Context: an optimization exercise on an open-source flow, tuned for small area and a short achievable clock period. The choices shown serve that exercise and are no tape-out recipe. Where RTL was checked, it was by simulation tests only, not by an equivalence proof against the original. Function not checked in runs 1 and 2: the RTL went through the layout flow alone.

==> flow/config.mk <==
export PLATFORM = sky130hd
export DESIGN_NAME = top
export DESIGN_NICKNAME = top
export VERILOG_FILES = /design/flow/design.v
export SDC_FILE = /design/flow/constraint.sdc
export NUM_CORES = 4
export LEC_CHECK = 0
export CAP_MARGIN = 20
export CORE_MARGIN = 2
export CORE_UTILIZATION = 40
export SETUP_SLACK_MARGIN = 4.5
export SLEW_MARGIN = 20
export SYNTH_HIERARCHICAL = 1
export SYNTH_MINIMUM_KEEP_SIZE = 0
==> flow/constraint.sdc <==
create_clock -name core_clock -period 8.0 [get_ports {clock}]
set_input_delay 1.6000 -clock core_clock [delete_from_list [all_inputs] [get_ports {clock}]]
set_output_delay 1.6000 -clock core_clock [all_outputs]
set_load 0.01 [all_outputs]
==> flow/design.v <==
`default_nettype none
module fpu_s1 (
    input  logic [15:0] a,
    input  logic [15:0] b,
    input  logic        sub,
    output logic [14:0] sum,
    output logic        gsel,
    output logic [11:0] m0,
    output logic [12:0] m1,
    output logic        c8,
    output logic        st
);
    logic [4:0] ea, eb, d;
    logic [9:0] ms, mg;
    logic [12:0] s13, sh;
    logic sticky, eff_sub;
    logic [14:0] ext_g, ext_s;
    assign ea = a[14:10];
    assign eb = b[14:10];
    logic [5:0] dab, dba;
    gt15 ucmp(.x(a[14:0]), .y(b[14:0]), .gt(gsel));
    assign dab = {1'b0, ea} - {1'b0, eb};
    assign dba = {1'b0, eb} - {1'b0, ea};
    assign d  = dab[5] ? dba[4:0] : dab[4:0];
    assign mg = gsel ? a[9:0] : b[9:0];
    assign ms = gsel ? b[9:0] : a[9:0];
    assign s13 = {1'b1, ms, 2'b00};
    assign sh  = s13 >> d;
    always_comb begin
        sticky = d > 5'd10;
        for (int j = 0; j < 8; j++)
            if (ms[j] && d > j + 2) sticky = 1'b1;
    end
    assign ext_g = {2'b01, mg, 3'b000};
    assign ext_s = {1'b0, sh, sticky};
    assign eff_sub = a[15] ^ b[15] ^ sub;
    add15 uadd(.x(ext_g), .y(ext_s ^ {15{eff_sub}}), .ci(eff_sub), .s(sum), .co());
    logic [21:0] r0, r1;
    logic [8:0] lo;
    mul_tree mt(.a(a[9:0]), .b(b[9:0]), .r0, .r1);
    assign lo = {1'b0, r0[7:0]} + {1'b0, r1[7:0]};
    assign c8 = lo[8];
    assign st = |lo[7:0];
    assign m0 = r0[19:8];
    assign m1 = r1[20:8];
endmodule
module fpu_s2 (
    input  logic [15:0] a,
    input  logic [15:0] b,
    input  logic        op_mul,
    input  logic        op_sub,
    input  logic [14:0] sum,
    input  logic        gsel,
    input  logic [11:0] m0,
    input  logic [12:0] m1,
    input  logic        c8,
    input  logic        st,
    output logic [15:0] y
);
    logic sa, sb, sbx;
    logic [4:0] ea, eb, eg;
    logic a_e1, b_e1, a_nan, b_nan, a_inf, b_inf, a_0, b_0;
    logic sg;
    assign sa = a[15];
    assign sb = b[15];
    assign sbx = sb ^ op_sub;
    assign ea = a[14:10];
    assign eb = b[14:10];
    assign a_e1 = &ea;
    assign b_e1 = &eb;
    assign a_nan = a_e1 & (|a[9:0]);
    assign b_nan = b_e1 & (|b[9:0]);
    assign a_inf = a_e1 & ~(|a[9:0]);
    assign b_inf = b_e1 & ~(|b[9:0]);
    assign a_0 = ~(|ea);
    assign b_0 = ~(|eb);
    logic [3:0] nsh;
    logic [14:0] w;
    logic [5:0] exp_a;
    logic ru_a, ovf_a, unf_a, cancel;
    assign eg = gsel ? ea : eb;
    assign sg = gsel ? sa : sbx;
    always_comb begin
        nsh = 4'd12;
        for (int i = 2; i <= 14; i++)
            if (sum[i]) nsh = 4'(14 - i);
    end
    assign w = sum << nsh;
    assign exp_a = {1'b0, eg} + 6'd1 - {2'b00, nsh};
    assign ru_a = w[3] & (w[4] | w[2] | w[1] | w[0]);
    assign ovf_a = sum[14] & (eg == 5'd30);
    assign unf_a = {1'b0, nsh} > eg;
    assign cancel = sum == 15'd0;
    logic [13:0] prod;
    logic p21, rb, pn8, pn12, ru_m, carry_m, quirk, ovf_m, unf_m;
    logic [9:0] m;
    logic [5:0] x;
    logic [4:0] e_m;
    add14 uprod(.x({2'b01, m0}), .y({1'b0, m1}), .ci(c8), .s(prod), .co());
    assign p21 = prod[13];
    assign m    = p21 ? prod[12:3] : prod[11:2];
    assign rb   = p21 ? prod[2] : prod[1];
    assign pn8  = p21 ? prod[1] : prod[0];
    assign pn12 = p21 ? prod[5] : prod[4];
    assign ru_m = rb & (pn8 | st | pn12);
    assign carry_m = ru_m & (&m);
    assign x = {1'b0, ea} + {1'b0, eb} + {5'd0, p21};
    assign quirk = carry_m & (x >= 6'd30);
    assign ovf_m = ~quirk & (x >= 6'd46);
    assign unf_m = (x < 6'd15) | ((x == 6'd15) & ~carry_m);
    assign e_m = quirk ? 5'd14 : 5'(x - 6'd15);
    logic [14:0] pre, r15;
    logic ru, sgn, ovf, unf;
    assign pre = op_mul ? {e_m, m} : {exp_a[4:0], w[13:4]};
    assign ru  = op_mul ? ru_m : ru_a;
    inc15 uinc(.x(pre), .ci(ru), .s(r15));
    assign sgn = op_mul ? sa ^ sb : sg;
    assign ovf = op_mul ? ovf_m : ovf_a;
    assign unf = op_mul ? unf_m : unf_a;
    always_comb begin
        if (a_nan || b_nan)                               y = 16'hFFFF;
        else if (!op_mul && a_inf && b_inf && sa != sbx)  y = 16'hFFFF;
        else if (!op_mul && a_inf)                        y = a;
        else if (!op_mul && b_inf)                        y = {sbx, b[14:0]};
        else if (op_mul && (a_inf || b_inf))              y = {sa ^ sb, 15'h7C00};
        else if (!op_mul && a_0 && b_0)                   y = 16'd0;
        else if (!op_mul && a_0)                          y = {sbx, b[14:0]};
        else if (op_mul && (a_0 || b_0))                  y = 16'd0;
        else if (!op_mul && b_0)                          y = {sa ^ op_sub, a[14:0]};
        else if (!op_mul && cancel)                       y = 16'd0;
        else if (ovf)                                     y = {sgn, 15'h7C00};
        else if (unf)                                     y = {sgn, 15'h0000};
        else                                              y = {sgn, r15};
    end
endmodule
module mul_tree (input logic [9:0] a, input logic [9:0] b, output logic [21:0] r0, output logic [21:0] r1);
    logic pp_0_0, pp_0_1, pp_0_2, pp_0_3, pp_0_4, pp_0_5, pp_0_6, pp_0_7, pp_0_8, pp_0_9, pp_1_0, pp_1_1, pp_1_2, pp_1_3, pp_1_4, pp_1_5, pp_1_6, pp_1_7, pp_1_8, pp_1_9, pp_2_0, pp_2_1, pp_2_2, pp_2_3, pp_2_4, pp_2_5, pp_2_6, pp_2_7, pp_2_8, pp_2_9, pp_3_0, pp_3_1, pp_3_2, pp_3_3, pp_3_4, pp_3_5, pp_3_6, pp_3_7, pp_3_8, pp_3_9, pp_4_0, pp_4_1, pp_4_2, pp_4_3, pp_4_4, pp_4_5, pp_4_6, pp_4_7, pp_4_8, pp_4_9, pp_5_0, pp_5_1, pp_5_2, pp_5_3, pp_5_4, pp_5_5, pp_5_6, pp_5_7, pp_5_8, pp_5_9, pp_6_0, pp_6_1, pp_6_2, pp_6_3, pp_6_4, pp_6_5, pp_6_6, pp_6_7, pp_6_8, pp_6_9, pp_7_0, pp_7_1, pp_7_2, pp_7_3, pp_7_4, pp_7_5, pp_7_6, pp_7_7, pp_7_8, pp_7_9, pp_8_0, pp_8_1, pp_8_2, pp_8_3, pp_8_4, pp_8_5, pp_8_6, pp_8_7, pp_8_8, pp_8_9, pp_9_0, pp_9_1, pp_9_2, pp_9_3, pp_9_4, pp_9_5, pp_9_6, pp_9_7, pp_9_8, pp_9_9, t1, t2, t3, t4, t5, t6, t7, t8, t9, t10, t11, t12, t13, t14, t15, t16, t17, t18, t19, t20, t21, t22, t23, t24, t25, t26, t27, t28, t29, t30, t31, t32, t33, t34, t35, t36, t37, t38, t39, t40, t41, t42, t43, t44, t45, t46, t47, t48, t49, t50, t51, t52, t53, t54, t55, t56, t57, t58, t59, t60, t61, t62, t63, t64, t65, t66, t67, t68, t69, t70, t71, t72, t73, t74, t75, t76, t77, t78, t79, t80, t81, t82, t83, t84, t85, t86, t87, t88, t89, t90, t91, t92, t93, t94, t95, t96, t97, t98, t99, t100, t101, t102, t103, t104, t105, t106, t107, t108, t109, t110, t111, t112, t113, t114, t115, t116, t117, t118, t119, t120, t121, t122, t123, t124, t125, t126, t127, t128, t129, t130, t131, t132, t133, t134, t135, t136, t137, t138, t139, t140, t141, t142, t143, t144, t145, t146, t147, t148, t149, t150, t151, t152, t153, t154, t155, t156, t157, t158, t159, t160, t161, t162, t163, t164, t165, t166, t167, t168, t169, t170, t171, t172, t173, t174, t175, t176, t177, t178, t179, t180;
    assign pp_0_0 = a[0] & b[0];
    assign pp_0_1 = a[0] & b[1];
    assign pp_0_2 = a[0] & b[2];
    assign pp_0_3 = a[0] & b[3];
    assign pp_0_4 = a[0] & b[4];
    assign pp_0_5 = a[0] & b[5];
    assign pp_0_6 = a[0] & b[6];
    assign pp_0_7 = a[0] & b[7];
    assign pp_0_8 = a[0] & b[8];
    assign pp_0_9 = a[0] & b[9];
    assign pp_1_0 = a[1] & b[0];
    assign pp_1_1 = a[1] & b[1];
    assign pp_1_2 = a[1] & b[2];
    assign pp_1_3 = a[1] & b[3];
    assign pp_1_4 = a[1] & b[4];
    assign pp_1_5 = a[1] & b[5];
    assign pp_1_6 = a[1] & b[6];
    assign pp_1_7 = a[1] & b[7];
    assign pp_1_8 = a[1] & b[8];
    assign pp_1_9 = a[1] & b[9];
    assign pp_2_0 = a[2] & b[0];
    assign pp_2_1 = a[2] & b[1];
    assign pp_2_2 = a[2] & b[2];
    assign pp_2_3 = a[2] & b[3];
    assign pp_2_4 = a[2] & b[4];
    assign pp_2_5 = a[2] & b[5];
    assign pp_2_6 = a[2] & b[6];
    assign pp_2_7 = a[2] & b[7];
    assign pp_2_8 = a[2] & b[8];
    assign pp_2_9 = a[2] & b[9];
    assign pp_3_0 = a[3] & b[0];
    assign pp_3_1 = a[3] & b[1];
    assign pp_3_2 = a[3] & b[2];
    assign pp_3_3 = a[3] & b[3];
    assign pp_3_4 = a[3] & b[4];
    assign pp_3_5 = a[3] & b[5];
    assign pp_3_6 = a[3] & b[6];
    assign pp_3_7 = a[3] & b[7];
    assign pp_3_8 = a[3] & b[8];
    assign pp_3_9 = a[3] & b[9];
    assign pp_4_0 = a[4] & b[0];
    assign pp_4_1 = a[4] & b[1];
    assign pp_4_2 = a[4] & b[2];
    assign pp_4_3 = a[4] & b[3];
    assign pp_4_4 = a[4] & b[4];
    assign pp_4_5 = a[4] & b[5];
    assign pp_4_6 = a[4] & b[6];
    assign pp_4_7 = a[4] & b[7];
    assign pp_4_8 = a[4] & b[8];
    assign pp_4_9 = a[4] & b[9];
    assign pp_5_0 = a[5] & b[0];
    assign pp_5_1 = a[5] & b[1];
    assign pp_5_2 = a[5] & b[2];
    assign pp_5_3 = a[5] & b[3];
    assign pp_5_4 = a[5] & b[4];
    assign pp_5_5 = a[5] & b[5];
    assign pp_5_6 = a[5] & b[6];
    assign pp_5_7 = a[5] & b[7];
    assign pp_5_8 = a[5] & b[8];
    assign pp_5_9 = a[5] & b[9];
    assign pp_6_0 = a[6] & b[0];
    assign pp_6_1 = a[6] & b[1];
    assign pp_6_2 = a[6] & b[2];
    assign pp_6_3 = a[6] & b[3];
    assign pp_6_4 = a[6] & b[4];
    assign pp_6_5 = a[6] & b[5];
    assign pp_6_6 = a[6] & b[6];
    assign pp_6_7 = a[6] & b[7];
    assign pp_6_8 = a[6] & b[8];
    assign pp_6_9 = a[6] & b[9];
    assign pp_7_0 = a[7] & b[0];
    assign pp_7_1 = a[7] & b[1];
    assign pp_7_2 = a[7] & b[2];
    assign pp_7_3 = a[7] & b[3];
    assign pp_7_4 = a[7] & b[4];
    assign pp_7_5 = a[7] & b[5];
    assign pp_7_6 = a[7] & b[6];
    assign pp_7_7 = a[7] & b[7];
    assign pp_7_8 = a[7] & b[8];
    assign pp_7_9 = a[7] & b[9];
    assign pp_8_0 = a[8] & b[0];
    assign pp_8_1 = a[8] & b[1];
    assign pp_8_2 = a[8] & b[2];
    assign pp_8_3 = a[8] & b[3];
    assign pp_8_4 = a[8] & b[4];
    assign pp_8_5 = a[8] & b[5];
    assign pp_8_6 = a[8] & b[6];
    assign pp_8_7 = a[8] & b[7];
    assign pp_8_8 = a[8] & b[8];
    assign pp_8_9 = a[8] & b[9];
    assign pp_9_0 = a[9] & b[0];
    assign pp_9_1 = a[9] & b[1];
    assign pp_9_2 = a[9] & b[2];
    assign pp_9_3 = a[9] & b[3];
    assign pp_9_4 = a[9] & b[4];
    assign pp_9_5 = a[9] & b[5];
    assign pp_9_6 = a[9] & b[6];
    assign pp_9_7 = a[9] & b[7];
    assign pp_9_8 = a[9] & b[8];
    assign pp_9_9 = a[9] & b[9];
    assign t1 = pp_0_9 ^ pp_1_8;
    assign t2 = pp_0_9 & pp_1_8;
    fa3 u_t3 (.x(a[0]), .y(pp_1_9), .z(pp_2_8), .s(t3), .c(t4));
    assign t5 = pp_3_7 ^ pp_4_6;
    assign t6 = pp_3_7 & pp_4_6;
    fa3 u_t7 (.x(a[1]), .y(pp_2_9), .z(pp_3_8), .s(t7), .c(t8));
    assign t9 = pp_4_7 ^ pp_5_6;
    assign t10 = pp_4_7 & pp_5_6;
    fa3 u_t11 (.x(a[2]), .y(pp_3_9), .z(pp_4_8), .s(t11), .c(t12));
    assign t13 = pp_0_6 ^ pp_1_5;
    assign t14 = pp_0_6 & pp_1_5;
    fa3 u_t15 (.x(pp_0_7), .y(pp_1_6), .z(pp_2_5), .s(t15), .c(t16));
    assign t17 = pp_3_4 ^ pp_4_3;
    assign t18 = pp_3_4 & pp_4_3;
    fa3 u_t19 (.x(pp_0_8), .y(pp_1_7), .z(pp_2_6), .s(t19), .c(t20));
    fa3 u_t21 (.x(pp_3_5), .y(pp_4_4), .z(pp_5_3), .s(t21), .c(t22));
    assign t23 = pp_6_2 ^ pp_7_1;
    assign t24 = pp_6_2 & pp_7_1;
    fa3 u_t25 (.x(pp_2_7), .y(pp_3_6), .z(pp_4_5), .s(t25), .c(t26));
    fa3 u_t27 (.x(pp_5_4), .y(pp_6_3), .z(pp_7_2), .s(t27), .c(t28));
    fa3 u_t29 (.x(pp_8_1), .y(pp_9_0), .z(t1), .s(t29), .c(t30));
    fa3 u_t31 (.x(pp_5_5), .y(pp_6_4), .z(pp_7_3), .s(t31), .c(t32));
    fa3 u_t33 (.x(pp_8_2), .y(pp_9_1), .z(b[0]), .s(t33), .c(t34));
    fa3 u_t35 (.x(t2), .y(t3), .z(t5), .s(t35), .c(t36));
    fa3 u_t37 (.x(pp_6_5), .y(pp_7_4), .z(pp_8_3), .s(t37), .c(t38));
    fa3 u_t39 (.x(pp_9_2), .y(b[1]), .z(t4), .s(t39), .c(t40));
    fa3 u_t41 (.x(t6), .y(t7), .z(t9), .s(t41), .c(t42));
    fa3 u_t43 (.x(pp_5_7), .y(pp_6_6), .z(pp_7_5), .s(t43), .c(t44));
    fa3 u_t45 (.x(pp_8_4), .y(pp_9_3), .z(b[2]), .s(t45), .c(t46));
    fa3 u_t47 (.x(t8), .y(t10), .z(t11), .s(t47), .c(t48));
    fa3 u_t49 (.x(a[3]), .y(pp_4_9), .z(pp_5_8), .s(t49), .c(t50));
    fa3 u_t51 (.x(pp_6_7), .y(pp_7_6), .z(pp_8_5), .s(t51), .c(t52));
    fa3 u_t53 (.x(pp_9_4), .y(b[3]), .z(t12), .s(t53), .c(t54));
    fa3 u_t55 (.x(a[4]), .y(pp_5_9), .z(pp_6_8), .s(t55), .c(t56));
    fa3 u_t57 (.x(pp_7_7), .y(pp_8_6), .z(pp_9_5), .s(t57), .c(t58));
    fa3 u_t59 (.x(a[5]), .y(pp_6_9), .z(pp_7_8), .s(t59), .c(t60));
    assign t61 = pp_0_4 ^ pp_1_3;
    assign t62 = pp_0_4 & pp_1_3;
    fa3 u_t63 (.x(pp_0_5), .y(pp_1_4), .z(pp_2_3), .s(t63), .c(t64));
    assign t65 = pp_3_2 ^ pp_4_1;
    assign t66 = pp_3_2 & pp_4_1;
    fa3 u_t67 (.x(pp_2_4), .y(pp_3_3), .z(pp_4_2), .s(t67), .c(t68));
    fa3 u_t69 (.x(pp_5_1), .y(pp_6_0), .z(t13), .s(t69), .c(t70));
    fa3 u_t71 (.x(pp_5_2), .y(pp_6_1), .z(pp_7_0), .s(t71), .c(t72));
    fa3 u_t73 (.x(t14), .y(t15), .z(t17), .s(t73), .c(t74));
    fa3 u_t75 (.x(pp_8_0), .y(t16), .z(t18), .s(t75), .c(t76));
    fa3 u_t77 (.x(t19), .y(t21), .z(t23), .s(t77), .c(t78));
    fa3 u_t79 (.x(t20), .y(t22), .z(t24), .s(t79), .c(t80));
    fa3 u_t81 (.x(t25), .y(t27), .z(t29), .s(t81), .c(t82));
    fa3 u_t83 (.x(t26), .y(t28), .z(t30), .s(t83), .c(t84));
    fa3 u_t85 (.x(t31), .y(t33), .z(t35), .s(t85), .c(t86));
    fa3 u_t87 (.x(t32), .y(t34), .z(t36), .s(t87), .c(t88));
    fa3 u_t89 (.x(t37), .y(t39), .z(t41), .s(t89), .c(t90));
    fa3 u_t91 (.x(t38), .y(t40), .z(t42), .s(t91), .c(t92));
    fa3 u_t93 (.x(t43), .y(t45), .z(t47), .s(t93), .c(t94));
    fa3 u_t95 (.x(t44), .y(t46), .z(t48), .s(t95), .c(t96));
    fa3 u_t97 (.x(t49), .y(t51), .z(t53), .s(t97), .c(t98));
    fa3 u_t99 (.x(b[4]), .y(t50), .z(t52), .s(t99), .c(t100));
    fa3 u_t101 (.x(t54), .y(t55), .z(t57), .s(t101), .c(t102));
    fa3 u_t103 (.x(pp_8_7), .y(pp_9_6), .z(b[5]), .s(t103), .c(t104));
    fa3 u_t105 (.x(t56), .y(t58), .z(t59), .s(t105), .c(t106));
    fa3 u_t107 (.x(a[6]), .y(pp_7_9), .z(pp_8_8), .s(t107), .c(t108));
    fa3 u_t109 (.x(pp_9_7), .y(b[6]), .z(t60), .s(t109), .c(t110));
    fa3 u_t111 (.x(a[7]), .y(pp_8_9), .z(pp_9_8), .s(t111), .c(t112));
    assign t113 = pp_0_3 ^ pp_1_2;
    assign t114 = pp_0_3 & pp_1_2;
    fa3 u_t115 (.x(pp_2_2), .y(pp_3_1), .z(pp_4_0), .s(t115), .c(t116));
    fa3 u_t117 (.x(pp_5_0), .y(t62), .z(t63), .s(t117), .c(t118));
    fa3 u_t119 (.x(t64), .y(t66), .z(t67), .s(t119), .c(t120));
    fa3 u_t121 (.x(t68), .y(t70), .z(t71), .s(t121), .c(t122));
    fa3 u_t123 (.x(t72), .y(t74), .z(t75), .s(t123), .c(t124));
    fa3 u_t125 (.x(t76), .y(t78), .z(t79), .s(t125), .c(t126));
    fa3 u_t127 (.x(t80), .y(t82), .z(t83), .s(t127), .c(t128));
    fa3 u_t129 (.x(t84), .y(t86), .z(t87), .s(t129), .c(t130));
    fa3 u_t131 (.x(t88), .y(t90), .z(t91), .s(t131), .c(t132));
    fa3 u_t133 (.x(t92), .y(t94), .z(t95), .s(t133), .c(t134));
    fa3 u_t135 (.x(t96), .y(t98), .z(t99), .s(t135), .c(t136));
    fa3 u_t137 (.x(t100), .y(t102), .z(t103), .s(t137), .c(t138));
    fa3 u_t139 (.x(t104), .y(t106), .z(t107), .s(t139), .c(t140));
    fa3 u_t141 (.x(b[7]), .y(t108), .z(t110), .s(t141), .c(t142));
    fa3 u_t143 (.x(a[8]), .y(pp_9_9), .z(b[8]), .s(t143), .c(t144));
    assign t145 = pp_0_2 ^ pp_1_1;
    assign t146 = pp_0_2 & pp_1_1;
    fa3 u_t147 (.x(pp_2_1), .y(pp_3_0), .z(t113), .s(t147), .c(t148));
    fa3 u_t149 (.x(t61), .y(t114), .z(t115), .s(t149), .c(t150));
    fa3 u_t151 (.x(t65), .y(t116), .z(t117), .s(t151), .c(t152));
    fa3 u_t153 (.x(t69), .y(t118), .z(t119), .s(t153), .c(t154));
    fa3 u_t155 (.x(t73), .y(t120), .z(t121), .s(t155), .c(t156));
    fa3 u_t157 (.x(t77), .y(t122), .z(t123), .s(t157), .c(t158));
    fa3 u_t159 (.x(t81), .y(t124), .z(t125), .s(t159), .c(t160));
    fa3 u_t161 (.x(t85), .y(t126), .z(t127), .s(t161), .c(t162));
    fa3 u_t163 (.x(t89), .y(t128), .z(t129), .s(t163), .c(t164));
    fa3 u_t165 (.x(t93), .y(t130), .z(t131), .s(t165), .c(t166));
    fa3 u_t167 (.x(t97), .y(t132), .z(t133), .s(t167), .c(t168));
    fa3 u_t169 (.x(t101), .y(t134), .z(t135), .s(t169), .c(t170));
    fa3 u_t171 (.x(t105), .y(t136), .z(t137), .s(t171), .c(t172));
    fa3 u_t173 (.x(t109), .y(t138), .z(t139), .s(t173), .c(t174));
    fa3 u_t175 (.x(t111), .y(t140), .z(t141), .s(t175), .c(t176));
    fa3 u_t177 (.x(t112), .y(t142), .z(t143), .s(t177), .c(t178));
    fa3 u_t179 (.x(a[9]), .y(b[9]), .z(t144), .s(t179), .c(t180));
    assign r0 = {1'b0, 1'b1, t178, t176, t174, t172, t170, t168, t166, t164, t162, t160, t158, t156, t154, t152, t150, t148, t146, pp_2_0, pp_0_1, pp_0_0};
    assign r1 = {1'b0, t180, t179, t177, t175, t173, t171, t169, t167, t165, t163, t161, t159, t157, t155, t153, t151, t149, t147, t145, pp_1_0, 1'b0};
endmodule
module fa3 (input logic x, y, z, output logic s, c);
    assign s = x ^ y ^ z;
    assign c = (x & y) | (x & z) | (y & z);
endmodule
module gt15 (input logic [14:0] x, input logic [14:0] y, output logic gt);
    logic [14:0] p, g;
    logic G1, P1, G2, P2, G3, P3, G4, P4, G5, P5, G6, P6, G7, P7, G8, P8, G9, P9, G10, P10, G11, P11, G12, P12, G13, P13, G14, P14;
    assign p = ~(x ^ y);
    assign g = x & ~y;
    pg_cell u1 (.gh(g[1]), .ph(p[1]), .gl(g[0]), .pl(p[0]), .go(G1), .po(P1));
    pg_cell u2 (.gh(g[3]), .ph(p[3]), .gl(g[2]), .pl(p[2]), .go(G2), .po(P2));
    pg_cell u3 (.gh(g[5]), .ph(p[5]), .gl(g[4]), .pl(p[4]), .go(G3), .po(P3));
    pg_cell u4 (.gh(g[7]), .ph(p[7]), .gl(g[6]), .pl(p[6]), .go(G4), .po(P4));
    pg_cell u5 (.gh(g[9]), .ph(p[9]), .gl(g[8]), .pl(p[8]), .go(G5), .po(P5));
    pg_cell u6 (.gh(g[11]), .ph(p[11]), .gl(g[10]), .pl(p[10]), .go(G6), .po(P6));
    pg_cell u7 (.gh(g[13]), .ph(p[13]), .gl(g[12]), .pl(p[12]), .go(G7), .po(P7));
    pg_cell u8 (.gh(G2), .ph(P2), .gl(G1), .pl(P1), .go(G8), .po(P8));
    pg_cell u9 (.gh(G4), .ph(P4), .gl(G3), .pl(P3), .go(G9), .po(P9));
    pg_cell u10 (.gh(G6), .ph(P6), .gl(G5), .pl(P5), .go(G10), .po(P10));
    pg_cell u11 (.gh(g[14]), .ph(p[14]), .gl(G7), .pl(P7), .go(G11), .po(P11));
    pg_cell u12 (.gh(G9), .ph(P9), .gl(G8), .pl(P8), .go(G12), .po(P12));
    pg_cell u13 (.gh(G11), .ph(P11), .gl(G10), .pl(P10), .go(G13), .po(P13));
    pg_g u14 (.gh(G13), .ph(P13), .gl(G12), .go(G14));
    assign gt = G14;
endmodule
module add15 (input logic [14:0] x, input logic [14:0] y, input logic ci, output logic [14:0] s, output logic co);
    logic [14:0] p, g;
    logic G1, P1, G2, P2, G3, P3, G4, P4, G5, P5, G6, P6, G7, P7, G8, P8, G9, P9, G10, P10, G11, P11, G12, P12, G13, P13, G14, P14, G15, P15, G16, P16, G17, P17, G18, P18, G19, P19, G20, P20, G21, P21, G22, P22, G23, P23, G24, P24, G25, P25, G26, P26, G27, P27, G28, P28;
    assign p = x ^ y;
    assign g = x & y;
    logic g0c;
    pg_g u_cin (.gh(g[0]), .ph(p[0]), .gl(ci), .go(g0c));
    pg_cell u1 (.gh(g[1]), .ph(p[1]), .gl(g0c), .pl(p[0]), .go(G1), .po(P1));
    pg_cell u2 (.gh(g[3]), .ph(p[3]), .gl(g[2]), .pl(p[2]), .go(G2), .po(P2));
    pg_cell u3 (.gh(g[5]), .ph(p[5]), .gl(g[4]), .pl(p[4]), .go(G3), .po(P3));
    pg_cell u4 (.gh(g[7]), .ph(p[7]), .gl(g[6]), .pl(p[6]), .go(G4), .po(P4));
    pg_cell u5 (.gh(g[9]), .ph(p[9]), .gl(g[8]), .pl(p[8]), .go(G5), .po(P5));
    pg_cell u6 (.gh(g[11]), .ph(p[11]), .gl(g[10]), .pl(p[10]), .go(G6), .po(P6));
    pg_cell u7 (.gh(g[13]), .ph(p[13]), .gl(g[12]), .pl(p[12]), .go(G7), .po(P7));
    pg_g u8 (.gh(g[2]), .ph(p[2]), .gl(G1), .go(G8));
    pg_cell u9 (.gh(G2), .ph(P2), .gl(G1), .pl(P1), .go(G9), .po(P9));
    pg_cell u10 (.gh(g[6]), .ph(p[6]), .gl(G3), .pl(P3), .go(G10), .po(P10));
    pg_cell u11 (.gh(G4), .ph(P4), .gl(G3), .pl(P3), .go(G11), .po(P11));
    pg_cell u12 (.gh(g[10]), .ph(p[10]), .gl(G5), .pl(P5), .go(G12), .po(P12));
    pg_cell u13 (.gh(G6), .ph(P6), .gl(G5), .pl(P5), .go(G13), .po(P13));
    pg_cell u14 (.gh(g[14]), .ph(p[14]), .gl(G7), .pl(P7), .go(G14), .po(P14));
    pg_g u15 (.gh(g[4]), .ph(p[4]), .gl(G9), .go(G15));
    pg_g u16 (.gh(G3), .ph(P3), .gl(G9), .go(G16));
    pg_g u17 (.gh(G10), .ph(P10), .gl(G9), .go(G17));
    pg_cell u18 (.gh(G11), .ph(P11), .gl(G9), .pl(P9), .go(G18), .po(P18));
    pg_cell u19 (.gh(g[12]), .ph(p[12]), .gl(G13), .pl(P13), .go(G19), .po(P19));
    pg_cell u20 (.gh(G7), .ph(P7), .gl(G13), .pl(P13), .go(G20), .po(P20));
    pg_cell u21 (.gh(G14), .ph(P14), .gl(G13), .pl(P13), .go(G21), .po(P21));
    pg_g u22 (.gh(g[8]), .ph(p[8]), .gl(G18), .go(G22));
    pg_g u23 (.gh(G5), .ph(P5), .gl(G18), .go(G23));
    pg_g u24 (.gh(G12), .ph(P12), .gl(G18), .go(G24));
    pg_g u25 (.gh(G13), .ph(P13), .gl(G18), .go(G25));
    pg_g u26 (.gh(G19), .ph(P19), .gl(G18), .go(G26));
    pg_g u27 (.gh(G20), .ph(P20), .gl(G18), .go(G27));
    pg_g u28 (.gh(G21), .ph(P21), .gl(G18), .go(G28));
    assign s = p ^ {G27, G26, G25, G24, G23, G22, G18, G17, G16, G15, G9, G8, G1, g0c, ci};
    assign co = G28;
endmodule
module add14 (input logic [13:0] x, input logic [13:0] y, input logic ci, output logic [13:0] s, output logic co);
    logic [13:0] p, g;
    logic G1, P1, G2, P2, G3, P3, G4, P4, G5, P5, G6, P6, G7, P7, G8, P8, G9, P9, G10, P10, G11, P11, G12, P12, G13, P13, G14, P14, G15, P15, G16, P16, G17, P17, G18, P18, G19, P19, G20, P20, G21, P21, G22, P22, G23, P23, G24, P24, G25, P25;
    assign p = x ^ y;
    assign g = x & y;
    logic g0c;
    pg_g u_cin (.gh(g[0]), .ph(p[0]), .gl(ci), .go(g0c));
    pg_cell u1 (.gh(g[1]), .ph(p[1]), .gl(g0c), .pl(p[0]), .go(G1), .po(P1));
    pg_cell u2 (.gh(g[3]), .ph(p[3]), .gl(g[2]), .pl(p[2]), .go(G2), .po(P2));
    pg_cell u3 (.gh(g[5]), .ph(p[5]), .gl(g[4]), .pl(p[4]), .go(G3), .po(P3));
    pg_cell u4 (.gh(g[7]), .ph(p[7]), .gl(g[6]), .pl(p[6]), .go(G4), .po(P4));
    pg_cell u5 (.gh(g[9]), .ph(p[9]), .gl(g[8]), .pl(p[8]), .go(G5), .po(P5));
    pg_cell u6 (.gh(g[11]), .ph(p[11]), .gl(g[10]), .pl(p[10]), .go(G6), .po(P6));
    pg_cell u7 (.gh(g[13]), .ph(p[13]), .gl(g[12]), .pl(p[12]), .go(G7), .po(P7));
    pg_g u8 (.gh(g[2]), .ph(p[2]), .gl(G1), .go(G8));
    pg_cell u9 (.gh(G2), .ph(P2), .gl(G1), .pl(P1), .go(G9), .po(P9));
    pg_cell u10 (.gh(g[6]), .ph(p[6]), .gl(G3), .pl(P3), .go(G10), .po(P10));
    pg_cell u11 (.gh(G4), .ph(P4), .gl(G3), .pl(P3), .go(G11), .po(P11));
    pg_cell u12 (.gh(g[10]), .ph(p[10]), .gl(G5), .pl(P5), .go(G12), .po(P12));
    pg_cell u13 (.gh(G6), .ph(P6), .gl(G5), .pl(P5), .go(G13), .po(P13));
    pg_g u14 (.gh(g[4]), .ph(p[4]), .gl(G9), .go(G14));
    pg_g u15 (.gh(G3), .ph(P3), .gl(G9), .go(G15));
    pg_g u16 (.gh(G10), .ph(P10), .gl(G9), .go(G16));
    pg_cell u17 (.gh(G11), .ph(P11), .gl(G9), .pl(P9), .go(G17), .po(P17));
    pg_cell u18 (.gh(g[12]), .ph(p[12]), .gl(G13), .pl(P13), .go(G18), .po(P18));
    pg_cell u19 (.gh(G7), .ph(P7), .gl(G13), .pl(P13), .go(G19), .po(P19));
    pg_g u20 (.gh(g[8]), .ph(p[8]), .gl(G17), .go(G20));
    pg_g u21 (.gh(G5), .ph(P5), .gl(G17), .go(G21));
    pg_g u22 (.gh(G12), .ph(P12), .gl(G17), .go(G22));
    pg_g u23 (.gh(G13), .ph(P13), .gl(G17), .go(G23));
    pg_g u24 (.gh(G18), .ph(P18), .gl(G17), .go(G24));
    pg_g u25 (.gh(G19), .ph(P19), .gl(G17), .go(G25));
    assign s = p ^ {G24, G23, G22, G21, G20, G17, G16, G15, G14, G9, G8, G1, g0c, ci};
    assign co = G25;
endmodule
module inc15 (input logic [14:0] x, input logic ci, output logic [14:0] s);
    logic A1, A2, A3, A4, A5, A6, A7, A8, A9, A10, A11, A12, A13, A14, A15, A16, A17, A18, A19, A20, A21, A22, A23, A24, A25, A26, A27, A28;
    and_cell u1 (.a(x[1]), .b(x[0]), .y(A1));
    and_cell u2 (.a(x[3]), .b(x[2]), .y(A2));
    and_cell u3 (.a(x[5]), .b(x[4]), .y(A3));
    and_cell u4 (.a(x[7]), .b(x[6]), .y(A4));
    and_cell u5 (.a(x[9]), .b(x[8]), .y(A5));
    and_cell u6 (.a(x[11]), .b(x[10]), .y(A6));
    and_cell u7 (.a(x[13]), .b(x[12]), .y(A7));
    and_cell u8 (.a(x[2]), .b(A1), .y(A8));
    and_cell u9 (.a(A2), .b(A1), .y(A9));
    and_cell u10 (.a(x[6]), .b(A3), .y(A10));
    and_cell u11 (.a(A4), .b(A3), .y(A11));
    and_cell u12 (.a(x[10]), .b(A5), .y(A12));
    and_cell u13 (.a(A6), .b(A5), .y(A13));
    and_cell u14 (.a(x[14]), .b(A7), .y(A14));
    and_cell u15 (.a(x[4]), .b(A9), .y(A15));
    and_cell u16 (.a(A3), .b(A9), .y(A16));
    and_cell u17 (.a(A10), .b(A9), .y(A17));
    and_cell u18 (.a(A11), .b(A9), .y(A18));
    and_cell u19 (.a(x[12]), .b(A13), .y(A19));
    and_cell u20 (.a(A7), .b(A13), .y(A20));
    and_cell u21 (.a(A14), .b(A13), .y(A21));
    and_cell u22 (.a(x[8]), .b(A18), .y(A22));
    and_cell u23 (.a(A5), .b(A18), .y(A23));
    and_cell u24 (.a(A12), .b(A18), .y(A24));
    and_cell u25 (.a(A13), .b(A18), .y(A25));
    and_cell u26 (.a(A19), .b(A18), .y(A26));
    and_cell u27 (.a(A20), .b(A18), .y(A27));
    and_cell u28 (.a(A21), .b(A18), .y(A28));
    assign s = x ^ {(A27 & ci), (A26 & ci), (A25 & ci), (A24 & ci), (A23 & ci), (A22 & ci), (A18 & ci), (A17 & ci), (A16 & ci), (A15 & ci), (A9 & ci), (A8 & ci), (A1 & ci), (x[0] & ci), ci};
endmodule
module pg_cell (input logic gh, ph, gl, pl, output logic go, po);
    assign go = gh | (ph & gl);
    assign po = ph & pl;
endmodule
module pg_g (input logic gh, ph, gl, output logic go);
    assign go = gh | (ph & gl);
endmodule
module and_cell (input logic a, b, output logic y);
    assign y = a & b;
endmodule
module input_16(
    input logic clock, reset,
    input logic [9:0] data_in,
    output logic [15:0] num1, num2,
    output logic op_mul, op_sub,
    output logic start,
    output logic sub_now
);
    logic count;
    logic is_a, is_b, is_op;
    assign is_a  = data_in[1:0] == 2'b01;
    assign is_b  = data_in[1:0] == 2'b10;
    assign is_op = data_in[1:0] == 2'b11;
    assign sub_now = is_op ? data_in[3] : op_sub;
    always_ff @(posedge clock or posedge reset) begin
        if (reset) begin
            num1 <= 'd0;
            num2 <= 'd0;
            start <= 1'b0;
            count <= 1'b0;
        end
        else begin
            if (is_a && !count) num1[7:0]  <= data_in[9:2];
            if (is_a &&  count) num1[15:8] <= data_in[9:2];
            if (is_b && !count) num2[7:0]  <= data_in[9:2];
            if (is_b &&  count) num2[15:8] <= data_in[9:2];
            if (is_a || is_b) count <= ~count;
            start <= is_op;
        end
    end
    always_ff @(posedge clock) begin
        if (is_op) begin
            op_mul <= data_in[4];
            op_sub <= data_in[3];
        end
    end
endmodule: input_16
module output_16(
    input logic clock, reset,
    input logic [15:0] ans,
    input logic done_calc,
    output logic [9:0] data_out
);
    logic count;
    logic valid;
    logic [7:0] byte_q;
    assign data_out = {byte_q, valid, valid};
    always_ff @(posedge clock or posedge reset) begin
        if (reset) begin
            byte_q <= 'd0;
            valid <= 1'b0;
            count <= 1'b0;
        end
        else begin
            valid <= done_calc | count;
            count <= done_calc;
            byte_q <= done_calc ? ans[15:8] : count ? ans[7:0] : 8'd0;
        end
    end
endmodule: output_16
module top(
    input logic clock, reset,
    input logic [9:0] inp,
    output logic [9:0] out
);
    logic [15:0] a, b, y;
    logic op_mul, op_sub, start;
    logic sub_now;
    input_16 in1(.clock, .reset, .data_in(inp), .num1(a), .num2(b),
                 .op_mul, .op_sub, .start, .sub_now);
    logic [14:0] sum, sum_d;
    logic gsel, gsel_d;
    logic [11:0] m0, m0_d;
    logic [12:0] m1, m1_d;
    logic c8, c8_d, st, st_d;
    fpu_s1 s1(.a, .b, .sub(sub_now), .sum(sum_d), .gsel(gsel_d),
              .m0(m0_d), .m1(m1_d), .c8(c8_d), .st(st_d));
    always_ff @(posedge clock) begin
        sum  <= sum_d;
        gsel <= gsel_d;
        m0   <= m0_d;
        m1   <= m1_d;
        c8   <= c8_d;
        st   <= st_d;
    end
    fpu_s2 s2(.a, .b, .op_mul, .op_sub, .sum, .gsel, .m0, .m1, .c8, .st, .y);
    output_16 out1(.clock, .reset, .ans(y), .done_calc(start), .data_out(out));
endmodule
==> flow/run.sh <==
#!/bin/bash
# synth_recipe.tcl (not shown) runs the flow's synth.tcl, then flattens the netlist and writes it again
# the make line also repeats each setting of config.mk as NAME=value (left out here)
make -C /OpenROAD-flow-scripts/flow DESIGN_CONFIG=/design/flow/config.mk WORK_HOME=/design/flow/orfs CLKGATE_MAP_FILE= SYNTH_SCRIPT=/design/flow/synth_recipe.tcl finish
==> results of run 1 <==
critical path: stages, from the launching register on:
cell     delay (ns)
dfxtp_2        0.33
ha_4           0.23
a21o_1         0.17
a21o_1         0.17
a21o_1         0.18
a21o_1         0.18
a21o_1         0.23
xor2_4         0.18
fa_2           0.38
inv_2          0.07
fa_2           0.45
inv_2          0.10
buf_6          0.09
buf_4          0.09
buf_4          0.09
buf_4          0.10
ha_4           0.19
o22a_1         0.19
and2_4         0.16
and2_4         0.13
and2_1         0.12
and2_1         0.15
nand2_1        0.07
xnor2_1        0.13
nand3_1        0.11
a21oi_2        0.14
nand2_1        0.06
o21ai_1        0.09
cell usage in the layout (no fill, tap or decap), types with 21 or more instances in the layout:
cell and n:
a21o_1 67, fa_1 69, and2_1 150, mux2_2 28
dfxtp_1 42, a21oi_1 40, xor2_1 36, nand2_1 55
mux2_4 21, nor2_1 64, mux2i_1 37, xnor2_1 32
buf_4 94, inv_1 49, ha_1 79
state kept, by name, indices dropped and copies added (netlist names):
signal	flops
in1.op_sub	1
gsel	1
sum	15
m0	12
c8	1
out1.byte_q	8
out1.valid	1
m1	13
in1.count	1
out1.count	1
st	1
in1.num1	16
in1.num2	16
in1.start	1
in1.op_mul	1
path summary, 6_finish.rpt:
| path | to | slack (ns) | depth (start not counted) |
|---|---|---|---|
| max | out1.byte_q[5]$_DFF_PP0_ | 3.33 | 27 |
| min | in1.count$_DFFE_PP0P_ | 0.56 | 1 |
| max reg2reg | out1.byte_q[5]$_DFF_PP0_ | 3.33 | 27 |
| min reg2reg | in1.count$_DFFE_PP0P_ | 0.56 | 1 |
| max in group asynchronous | in1.num2[4]$_DFFE_PP0P_ | 5.91 | 3 |
| min in group asynchronous | out1.byte_q[6]$_DFF_PP0_ | 1.63 | 2 |
metal layers:
layer | vias to the layer above | GRT usage | routed length [um]
met5 | - | 0 | 0
met4 | 0 | 0.0742 | 997
met3 | 67 | 0.0397 | 1900
met2 | 315 | 0.356 | 15400
met1 | 4601 | 0.299 | 15500
li1 | 4406 | - | -
what timing repair did:
item | in CTS | in global routing
buffers inserted | 53 | 59
pin swaps | 32 | 66
setup endpoints to repair | 34 | 30
endpoints found under the hold margin | 0 | 0
gates resized for setup | 69 | 74
cloned | 0 | 1
area by class of cell:
type	instances	area (sq um)	share of cell area
inverter	62	241	0.0177
multi-input combinational	998	9230	0.677
tap	384	480	0.0353
sequential	89	2100	0.154
clock inverter	6	65.1	0.00477
clock buffer	10	250	0.0184
timing repair buffer	141	1260	0.0925
stage by stage:
step	setup slack, ns	util	cells	cell area [sq um]
after floorplan	3.49	-	1227	11600
after global placement	2.66	0.416	1561	11800
after detailed placement	2.58	0.416	1561	11800
after CTS	3.30	0.451	1630	12800
after global routing	3.03	0.479	1690	13600
final	3.33	0.479	1690	13600
==> run notes, run 1 <==
# TYPE chip_impl_metric gauge
chip_impl_info{name="status",value="no timing/DRC/antenna violations"} 1
chip_impl_metric{name="initialDrtViolationCount",unit=""} 880
chip_impl_info{name="timing_worst_setup_path_type",value="flop to flop"} 1
chip_impl_metric{name="finalWirelength",unit="um"} 33800
chip_impl_metric{name="timing.final.crit_share",unit=""} 0.584
chip_impl_metric{name="fillerInstances",unit=""} 2626
chip_impl_metric{name="skew",unit="ns"} 0.0131
chip_impl_metric{name="design.core.area",unit="sq um"} 28500
chip_impl_metric{name="synthesis.instances",unit=""} 1223
chip_impl_info{name="crit_path_start_kind",value="flop"} 1
chip_impl_metric{name="synthesis.yosys.warnings",unit=""} 11
chip_impl_metric{name="drtAntennaViolNets",unit=""} 0
chip_impl_metric{name="cts.htree.levels",unit=""} 3
chip_impl_metric{name="numClockSinks",unit=""} 89
chip_impl_metric{name="n_antenna_cell",unit=""} 0
chip_impl_metric{name="portBuffers",unit=""} 21
chip_impl_metric{name="worstPathArrival",unit="ns"} 4.95
chip_impl_info{name="min-delay-path-class",value="flop to flop"} 1
chip_impl_metric{name="num_vias",unit=""} 9389
chip_impl_metric{name="floorplan.initialDensity",unit=""} 0.403
chip_impl_metric{name="floorplan.die.height",unit="um"} 173
chip_impl_metric{name="inserted_clock_buffers",unit=""} 9
chip_impl_metric{name="hpwlAfterDp",unit="um"} 21800
chip_impl_metric{name="timing_worst_slew_pin_value",unit="ns"} 0.921
chip_impl_info{name="crit_path_start",value="m0[0]$_DFF_P_"} 1
chip_impl_metric{name="timing.setup.tns",unit="ns"} 0
chip_impl_metric{name="timing_hold_violations_final",unit=""} 0
chip_impl_metric{name="vias_per_cell",unit=""} 5.56
chip_impl_info{name="clk_root_buffer_cell",value="clkbuf_16"} 1
chip_impl_info{name="crit_path_end_kind",value="flop"} 1
chip_impl_metric{name="post-route-drc-count",unit=""} 0
chip_impl_metric{name="antenna_violations_before_repair",unit=""} 0
chip_impl_info{name="critical_path.reg2reg.startpoint",value="m0[0]$_DFF_P_"} 1
chip_impl_info{name="hold_path.startpoint",value="in1.count$_DFFE_PP0P_"} 1
chip_impl_metric{name="max_cap_viol_count",unit=""} 0
chip_impl_metric{name="cts.reportedPaths.clkPinSlew",unit="ns"} 0.08
chip_impl_metric{name="detail_route.wl_per_cell",unit="um"} 20.0
chip_impl_metric{name="average_instance_area_after_synthesis",unit="sq um"} 9.39
chip_impl_metric{name="insertion_delay_of_the_later_clocked_pin_in_the_worst_skew_pair",unit="ns"} 0.36
chip_impl_metric{name="area_added_between_synthesis_and_finish",unit="%"} 18.7
chip_impl_metric{name="drive_gt1_frac",unit=""} 0.254
chip_impl_metric{name="maximum_number_of_pins_on_one_net_before_global_route_repair",unit=""} 35
chip_impl_metric{name="syn_area",unit="sq um"} 11500
chip_impl_metric{name="track_usage",unit=""} 0.221
chip_impl_metric{name="crit_required",unit="ns"} 8.28
chip_impl_metric{name="worst_slew_slack_as_a_fraction_of_its_limit",unit=""} 0.383
chip_impl_metric{name="top_level_ports",unit=""} 22
chip_impl_metric{name="fmax",unit="MHz"} 214
chip_impl_metric{name="grt_overflow_total",unit=""} 0
chip_impl_info{name="clock_tree_from_tritoncts",value="yes"} 1
chip_impl_metric{name="period_minus_slack",unit="ns"} 4.67
chip_impl_metric{name="layout.nets",unit=""} 1490
chip_impl_metric{name="dr.pass1.iters",unit=""} 6
chip_impl_metric{name="grt_pass1_vias",unit=""} 9086
chip_impl_metric{name="post_cts_hold_buffer_count",unit=""} 0
chip_impl_metric{name="cts_buffer_depth",unit=""} 2
chip_impl_metric{name="report.final.setup_viol",unit=""} 0
chip_impl_info{name="rsz_0062_raised_after_global_routing",value="yes"} 1
chip_impl_metric{name="grt_pass1_wl",unit="um"} 51900
chip_impl_metric{name="total_count_of_max_transition_violations_in_the_final_report",unit=""} 0
chip_impl_metric{name="gp_congestion",unit=""} 0.909
chip_impl_metric{name="floorplan.die_area",unit="sq um"} 30100
chip_impl_metric{name="hold-worst-slack",unit="ns"} 0.558
chip_impl_metric{name="path_max_fanout",unit=""} 3
chip_impl_metric{name="placement_rows",unit=""} 62
chip_impl_metric{name="chipWidth",unit="um"} 173
==> run 2, diff against run 1 <==
--- a/flow/config.mk
+++ b/flow/config.mk
@@ -10,3 +10,3 @@
 export CORE_UTILIZATION = 40
-export SETUP_SLACK_MARGIN = 4.5
+export SETUP_SLACK_MARGIN = 3.5
 export SLEW_MARGIN = 20
==> run notes, run 2 <==
# TYPE chip_impl_metric gauge
chip_impl_info{name="status",value="no timing/DRC/antenna violations"} 1
chip_impl_metric{name="synthesis.yosys.warnings",unit=""} 11
chip_impl_metric{name="gp_congestion",unit=""} 0.880
chip_impl_metric{name="drtAntennaViolNets",unit=""} 0
chip_impl_metric{name="insertion_delay_of_the_later_clocked_pin_in_the_worst_skew_pair",unit="ns"} 0.36
chip_impl_metric{name="floorplan.die_area",unit="sq um"} 30100
chip_impl_info{name="critical_path.most_common_cell",value="a21o_1"} 1
chip_impl_metric{name="r2r_cells",unit=""} 26
chip_impl_metric{name="floorplan.initialDensity",unit=""} 0.403
chip_impl_metric{name="layout.nets",unit=""} 1446
chip_impl_metric{name="antenna_violations_before_repair",unit=""} 1
chip_impl_metric{name="track_usage",unit=""} 0.208
chip_impl_metric{name="post-route-cell-area",unit="sq um"} 12900
chip_impl_info{name="rsz_0062_raised_after_global_routing",value="yes"} 1
chip_impl_metric{name="hpwlAfterDp",unit="um"} 22100
chip_impl_metric{name="postPlaceCellArea",unit="sq um"} 11800
chip_impl_info{name="crit_path_end_kind",value="flop"} 1
chip_impl_metric{name="worst_slew_slack_as_a_fraction_of_its_limit",unit=""} 0.321
chip_impl_metric{name="portBuffers",unit=""} 21
chip_impl_metric{name="detail_route.wl_per_cell",unit="um"} 19.1
chip_impl_metric{name="initialDrtViolationCount",unit=""} 647
chip_impl_metric{name="synthesis.instances",unit=""} 1223
chip_impl_metric{name="timing.final.ws_setup",unit="ns"} 3.28
chip_impl_metric{name="fmax",unit="MHz"} 212
chip_impl_info{name="min-delay-path-class",value="flop to flop"} 1
chip_impl_metric{name="num_vias",unit=""} 9060
chip_impl_metric{name="cts.reportedPaths.clkPinSlew",unit="ns"} 0.08
chip_impl_metric{name="cp_slowest_stage_delay",unit="ns"} 0.45
chip_impl_metric{name="pre_cts_slack",unit="ns"} 2.35
chip_impl_info{name="crit_path_start_kind",value="flop"} 1
chip_impl_metric{name="numClockSinks",unit=""} 89
chip_impl_metric{name="post_layout_nonfiller_instances",unit=""} 1647
chip_impl_metric{name="report.final.setup_viol",unit=""} 0
chip_impl_metric{name="fillerInstances",unit=""} 2700
chip_impl_info{name="clock_tree_from_tritoncts",value="yes"} 1
chip_impl_metric{name="grt_pass1_wl",unit="um"} 49400
chip_impl_metric{name="average_instance_area_after_synthesis",unit="sq um"} 9.39
chip_impl_metric{name="grt_pass1_vias",unit=""} 8909
chip_impl_metric{name="inserted_clock_buffers",unit=""} 9
chip_impl_metric{name="timing.final.crit_share",unit=""} 0.590
chip_impl_info{name="clk_root_buffer_cell",value="clkbuf_16"} 1
chip_impl_metric{name="vias_per_cell",unit=""} 5.50
chip_impl_metric{name="hold_path_depth",unit=""} 1
chip_impl_metric{name="area_added_between_synthesis_and_finish",unit="%"} 12.3
chip_impl_metric{name="post-route-drc-count",unit=""} 0
chip_impl_info{name="biggestRegsByFlops",value="in1.num1 x16, in1.num2 x16, sum x15"} 1
chip_impl_metric{name="chipWidth",unit="um"} 173
chip_impl_metric{name="floorplan.die.height",unit="um"} 173
chip_impl_metric{name="worstPathArrival",unit="ns"} 5.00
chip_impl_metric{name="cts_buffer_depth",unit=""} 2
chip_impl_metric{name="cts.htree.levels",unit=""} 3
chip_impl_metric{name="hold-worst-slack",unit="ns"} 0.558
chip_impl_metric{name="dr.pass1.iters",unit=""} 6
chip_impl_metric{name="finalWirelength",unit="um"} 31500
chip_impl_metric{name="timing_hold_violations_final",unit=""} 0
chip_impl_info{name="layout.cells.most_common",value="and2_1"} 1
chip_impl_info{name="layout.cells.most_common_list",value="155 x and2_1, 86 x ha_1, 83 x fa_1"} 1
chip_impl_metric{name="path_max_fanout",unit=""} 4
chip_impl_metric{name="timing.setup.tns",unit="ns"} 0
chip_impl_metric{name="post-place-cells",unit=""} 1567
chip_impl_info{name="timing_worst_setup_path_type",value="flop to flop"} 1
chip_impl_metric{name="drive_gt1_frac",unit=""} 0.185
chip_impl_metric{name="timing_worst_slew_pin_value",unit="ns"} 1.01
chip_impl_metric{name="syn_area",unit="sq um"} 11500
chip_impl_metric{name="crit_required",unit="ns"} 8.28
chip_impl_metric{name="placement_rows",unit=""} 62
chip_impl_info{name="cpMaxStageDelayCell",value="fa_2"} 1
chip_impl_metric{name="top_level_ports",unit=""} 22
chip_impl_metric{name="period_minus_slack",unit="ns"} 4.72
chip_impl_metric{name="layout.core_utilization",unit=""} 0.453
chip_impl_metric{name="skew",unit="ns"} 0.0128
chip_impl_metric{name="maximum_number_of_pins_on_one_net_before_global_route_repair",unit=""} 35
chip_impl_metric{name="max_cap_viol_count",unit=""} 0
chip_impl_metric{name="total_count_of_max_transition_violations_in_the_final_report",unit=""} 0
chip_impl_metric{name="design.core.area",unit="sq um"} 28500
chip_impl_metric{name="grt_overflow_total",unit=""} 0
-- run 2: layer usage --
| layer | global-route usage | up-vias | part of all wire |
|---|---|---|---|
| met3 | 0.0309 | 46 | 0.051 |
| li1 | - | 4317 | - |
| met4 | 0.0650 | 0 | 0.024 |
| met5 | 0 | - | 0 |
| met2 | 0.336 | 256 | 0.47 |
| met1 | 0.288 | 4441 | 0.46 |
-- run 2: worst paths after layout --
path                                            endpoint  slack, ns             startpoint
worst min register to register     in1.count$_DFFE_PP0P_       0.56  in1.count$_DFFE_PP0P_
worst max register to register  out1.byte_q[3]$_DFF_PP0_       3.28          m0[0]$_DFF_P_
worst min-delay path               in1.count$_DFFE_PP0P_       0.56  in1.count$_DFFE_PP0P_
min in group asynchronous           out1.valid$_DFF_PP0_       1.60                  reset
max in group asynchronous        in1.num2[3]$_DFFE_PP0P_       5.98                  reset
worst max-delay path            out1.byte_q[3]$_DFF_PP0_       3.28          m0[0]$_DFF_P_
-- run 2: cell type report --
cell class	instances	area [sq um]	share of cell area
clock inverters	7	81.3	0.00631
clock buffers	9	225	0.0175
repair buffers	96	774	0.0601
multi-input cells	999	9020	0.700
flip-flops and latches	89	2070	0.161
inverters	62	235	0.0183
diodes	1	2.50	0.000194
well taps	384	480	0.0373
-- run 2: critical path, delay by kind of cell, from the launching register on --
kind	cells	cell delay, ns
DFF	1	0.33
buffers and inverters	5	0.50
xor gates and xnor gates	2	0.33
AOI/OAI and AO/OA	11	1.79
adders and majority gates	4	1.20
and+or+nand+nor	4	0.48
-- run 2: repair_timing --
item	CTS	global route
hold buffers	0	0
endpoints found under the setup margin	23	16
pin swaps	24	23
cloned	1	0
resized for setup	62	24
buffers inserted	34	28
==> run 3, diff against run 2 <==
--- a/flow/design.v
+++ b/flow/design.v
@@ -96,3 +96,2 @@
     logic [9:0] m;
-    logic [5:0] x;
     logic [4:0] e_m;
@@ -106,7 +105,12 @@
     assign carry_m = ru_m & (&m);
-    assign x = {1'b0, ea} + {1'b0, eb} + {5'd0, p21};
-    assign quirk = carry_m & (x >= 6'd30);
-    assign ovf_m = ~quirk & (x >= 6'd46);
-    assign unf_m = (x < 6'd15) | ((x == 6'd15) & ~carry_m);
-    assign e_m = quirk ? 5'd14 : 5'(x - 6'd15);
+    logic [5:0] xe;
+    logic [4:0] e0, e1;
+    assign xe = {1'b0, ea} + {1'b0, eb};
+    assign e0 = 5'(xe - 6'd15);
+    assign e1 = 5'(xe - 6'd14);
+    assign quirk = carry_m & (p21 ? xe >= 6'd29 : xe >= 6'd30);
+    assign ovf_m = ~quirk & (p21 ? xe >= 6'd45 : xe >= 6'd46);
+    assign unf_m = p21 ? (xe < 6'd14) | ((xe == 6'd14) & ~carry_m)
+                       : (xe < 6'd15) | ((xe == 6'd15) & ~carry_m);
+    assign e_m = quirk ? 5'd14 : (p21 ? e1 : e0);
     logic [14:0] pre, r15;
--- a/flow/config.mk
+++ b/flow/config.mk
@@ -10,3 +10,3 @@
 export CORE_UTILIZATION = 40
-export SETUP_SLACK_MARGIN = 3.5
+export SETUP_SLACK_MARGIN = 4.5
 export SLEW_MARGIN = 20
==> run notes, run 3 <==
# TYPE chip_impl_metric gauge
chip_impl_metric{name="finalWirelength",unit="um"} 34800
chip_impl_metric{name="floorplan.die.height",unit="um"} 176
chip_impl_info{name="hold_path.startpoint",value="in1.count$_DFFE_PP0P_"} 1
chip_impl_metric{name="detail_route.wl_per_cell",unit="um"} 20.2
chip_impl_metric{name="n_antenna_cell",unit=""} 0
chip_impl_info{name="biggestRegsByFlops",value="in1.num1 x16, in1.num2 x16, sum x15"} 1
chip_impl_metric{name="worst_slew_slack_as_a_fraction_of_its_limit",unit=""} 0.536
chip_impl_metric{name="grt_pass1_wl",unit="um"} 54700
chip_impl_info{name="critical_path.reg2reg.startpoint",value="m0[0]$_DFF_P_"} 1
chip_impl_metric{name="grt_pass1_vias",unit=""} 9670
chip_impl_metric{name="layout.nets",unit=""} 1517
chip_impl_metric{name="fillerInstances",unit=""} 2683
chip_impl_metric{name="track_usage",unit=""} 0.226
chip_impl_metric{name="post-route-cell-area",unit="sq um"} 14100
chip_impl_metric{name="area_added_between_synthesis_and_finish",unit="%"} 18.7
chip_impl_metric{name="hold-worst-slack",unit="ns"} 0.560
chip_impl_metric{name="initialDrtViolationCount",unit=""} 910
chip_impl_metric{name="design.core.area",unit="sq um"} 29400
chip_impl_metric{name="average_instance_area_after_synthesis",unit="sq um"} 9.37
chip_impl_metric{name="drtAntennaViolNets",unit=""} 0
chip_impl_metric{name="max_cap_viol_count",unit=""} 0
chip_impl_info{name="crit_path_start_kind",value="flop"} 1
chip_impl_metric{name="worstPathArrival",unit="ns"} 4.57
chip_impl_metric{name="top_level_ports",unit=""} 22
chip_impl_info{name="timing_worst_setup_path_type",value="flop to flop"} 1
chip_impl_metric{name="path_max_fanout",unit=""} 8
chip_impl_metric{name="postPlaceCellArea",unit="sq um"} 12200
chip_impl_info{name="cpMaxStageDelayCell",value="dfxtp_2"} 1
chip_impl_metric{name="cts.reportedPaths.clkPinSlew",unit="ns"} 0.07
chip_impl_metric{name="skew",unit="ns"} 0.0120
chip_impl_metric{name="period_minus_slack",unit="ns"} 4.30
chip_impl_metric{name="synthesis.instances",unit=""} 1265
chip_impl_metric{name="placement_rows",unit=""} 63
chip_impl_metric{name="numClockSinks",unit=""} 89
chip_impl_metric{name="dr.pass1.iters",unit=""} 5
chip_impl_metric{name="floorplan.initialDensity",unit=""} 0.403
chip_impl_info{name="clk_root_buffer_cell",value="clkbuf_16"} 1
chip_impl_metric{name="antenna_violations_before_repair",unit=""} 0
chip_impl_metric{name="hold_path_depth",unit=""} 1
chip_impl_metric{name="post-route-drc-count",unit=""} 0
chip_impl_metric{name="num_vias",unit=""} 9762
chip_impl_metric{name="insertion_delay_of_the_later_clocked_pin_in_the_worst_skew_pair",unit="ns"} 0.36
chip_impl_metric{name="synthesis.yosys.warnings",unit=""} 11
chip_impl_metric{name="syn_area",unit="sq um"} 11900
chip_impl_info{name="status",value="no timing/DRC/antenna violations"} 1
chip_impl_metric{name="report.final.setup_viol",unit=""} 0
chip_impl_metric{name="r2r_cells",unit=""} 25
chip_impl_info{name="clock_tree_from_tritoncts",value="yes"} 1
chip_impl_info{name="rsz_0062_raised_after_global_routing",value="yes"} 1
chip_impl_info{name="crit_path_end_kind",value="flop"} 1
chip_impl_metric{name="grt_overflow_total",unit=""} 0
chip_impl_metric{name="drive_gt1_frac",unit=""} 0.274
chip_impl_info{name="critical_path.most_common_cell",value="a21o_1"} 1
chip_impl_metric{name="timing_worst_slew_pin_value",unit="ns"} 0.690
chip_impl_metric{name="floorplan.die_area",unit="sq um"} 31000
chip_impl_metric{name="hpwlAfterDp",unit="um"} 23300
chip_impl_info{name="cpLargestDelayFamily",value="compound AO/OA/AOI/OAI gates"} 1
chip_impl_metric{name="maximum_number_of_pins_on_one_net_before_global_route_repair",unit=""} 35
chip_impl_info{name="layout.cells.most_common_list",value="145 x and2_1, 80 x nand2_1, 79 x ha_1"} 1
chip_impl_metric{name="combined_buffer_and_inverter_count_along_the_critical_path",unit=""} 2
chip_impl_metric{name="total_count_of_max_transition_violations_in_the_final_report",unit=""} 0
chip_impl_info{name="min-delay-path-class",value="flop to flop"} 1
chip_impl_info{name="hold_path_end",value="in1.count$_DFFE_PP0P_"} 1
chip_impl_metric{name="cts_buffer_depth",unit=""} 2
chip_impl_metric{name="crit_required",unit="ns"} 8.27
chip_impl_metric{name="inserted_clock_buffers",unit=""} 9
chip_impl_metric{name="rrSetupSlack",unit="ns"} 3.70
chip_impl_metric{name="timing.final.crit_share",unit=""} 0.537
chip_impl_info{name="layout.cells.most_common",value="and2_1"} 1
chip_impl_metric{name="pre_cts_slack",unit="ns"} 2.89
chip_impl_info{name="worst_r2r_endpoint",value="out1.byte_q[6]$_DFF_PP0_"} 1
chip_impl_metric{name="timing.setup.tns",unit="ns"} 0
chip_impl_metric{name="cts.htree.levels",unit=""} 3
chip_impl_metric{name="fmax",unit="MHz"} 233
chip_impl_metric{name="portBuffers",unit=""} 21
chip_impl_metric{name="chipWidth",unit="um"} 176
chip_impl_metric{name="timing_hold_violations_final",unit=""} 0
chip_impl_metric{name="vias_per_cell",unit=""} 5.68
chip_impl_metric{name="cp_slowest_stage_delay",unit="ns"} 0.33
chip_impl_metric{name="gp_congestion",unit=""} 0.867
chip_impl_metric{name="timing.final.ws_setup",unit="ns"} 3.70
## run 3: what timing repair did
action,4_1_cts,5_1_grt
hold buffers,0,0
pin swaps,52,82
endpoints found under the hold margin,0,0
endpoints found under the setup margin,31,32
cloned,3,0
buffers inserted,76,18
resized for setup,128,69
## run 3: per-stage QoR
step,std cells,utilization
after global routing,1720,0.479
after detailed placement,1607,0.414
final,1720,0.479
after floorplan,1269,-
after CTS,1702,0.462
after global placement,1607,0.414
## run 3: worst max path at each step
stage                            startpoint                  endpoint  slack, ns  cells after the start
floorplan                            inp[0]           sum[10]$_DFF_P_       3.80                     12
global placement                     inp[0]           sum[10]$_DFF_P_       2.96                     13
detailed placement                   inp[0]           sum[11]$_DFF_P_       2.89                     13
CTS                 in1.num2[7]$_DFFE_PP0P_           sum[11]$_DFF_P_       3.70                     20
global route                  m0[0]$_DFF_P_  out1.byte_q[5]$_DFF_PP0_       3.51                     25
finish                        m0[0]$_DFF_P_  out1.byte_q[6]$_DFF_PP0_       3.70                     25
## run 3: final cells by class
type,instances,area [sq um],area share
multi-input cells,1041,9780,0.695
flip-flops and latches,89,2100,0.149
repair buffers,124,1180,0.0840
well taps,390,488,0.0347
inverters,60,240,0.0171
clock buffers,10,229,0.0163
clock inverters,6,48.8,0.00347
## run 3: layer usage
metal,global-route usage,routed length (um),vias to the layer above
met2,0.363,16200,304
met5,0,0,-
li1,-,-,4557
met1,0.321,16100,4841
met3,0.0256,1650,60
met4,0.0637,781,0

-- what the ideal ports hide --
In the flow no input, the clock included, has a driving cell. The finished layouts below were timed again as built, in two steps. Step 1 (the two cells are an assumption about what drives the block):
set clk [get_ports {clock}]
set_driving_cell -lib_cell sky130_fd_sc_hd__clkbuf_16 $clk
set_driving_cell -lib_cell sky130_fd_sc_hd__buf_2 [delete_from_list [all_inputs] $clk]
Step 2, shift: input delay + t, output delay - t, t = (earliest + latest rising clock arrival at the registers) / 2. This alone moves slack from input paths to output paths. a / b / c = ideal / step 1 / step 2; a / b = the first two.
run	shift t [ns]	slack for setup (ns)	hold WS [ns]	worst setup path after step 2	cell pins on the clock port's net
run 1	0.405	3.332 / 3.332 / 3.206	0.558 / 0.558 / 0.558	input to register	1
run 2	0.406	3.277 / 3.277 / 3.254	0.558 / 0.558 / 0.558	input to register	1
run 3	0.406	3.701 / 3.701 / 3.347	0.560 / 0.560 / 0.560	input to register	1
After both steps setup and hold are still met in every run listed. The setup slack of run 3, which loses most, moves by 0.000 ns with the drivers and by -0.354 ns with both steps.
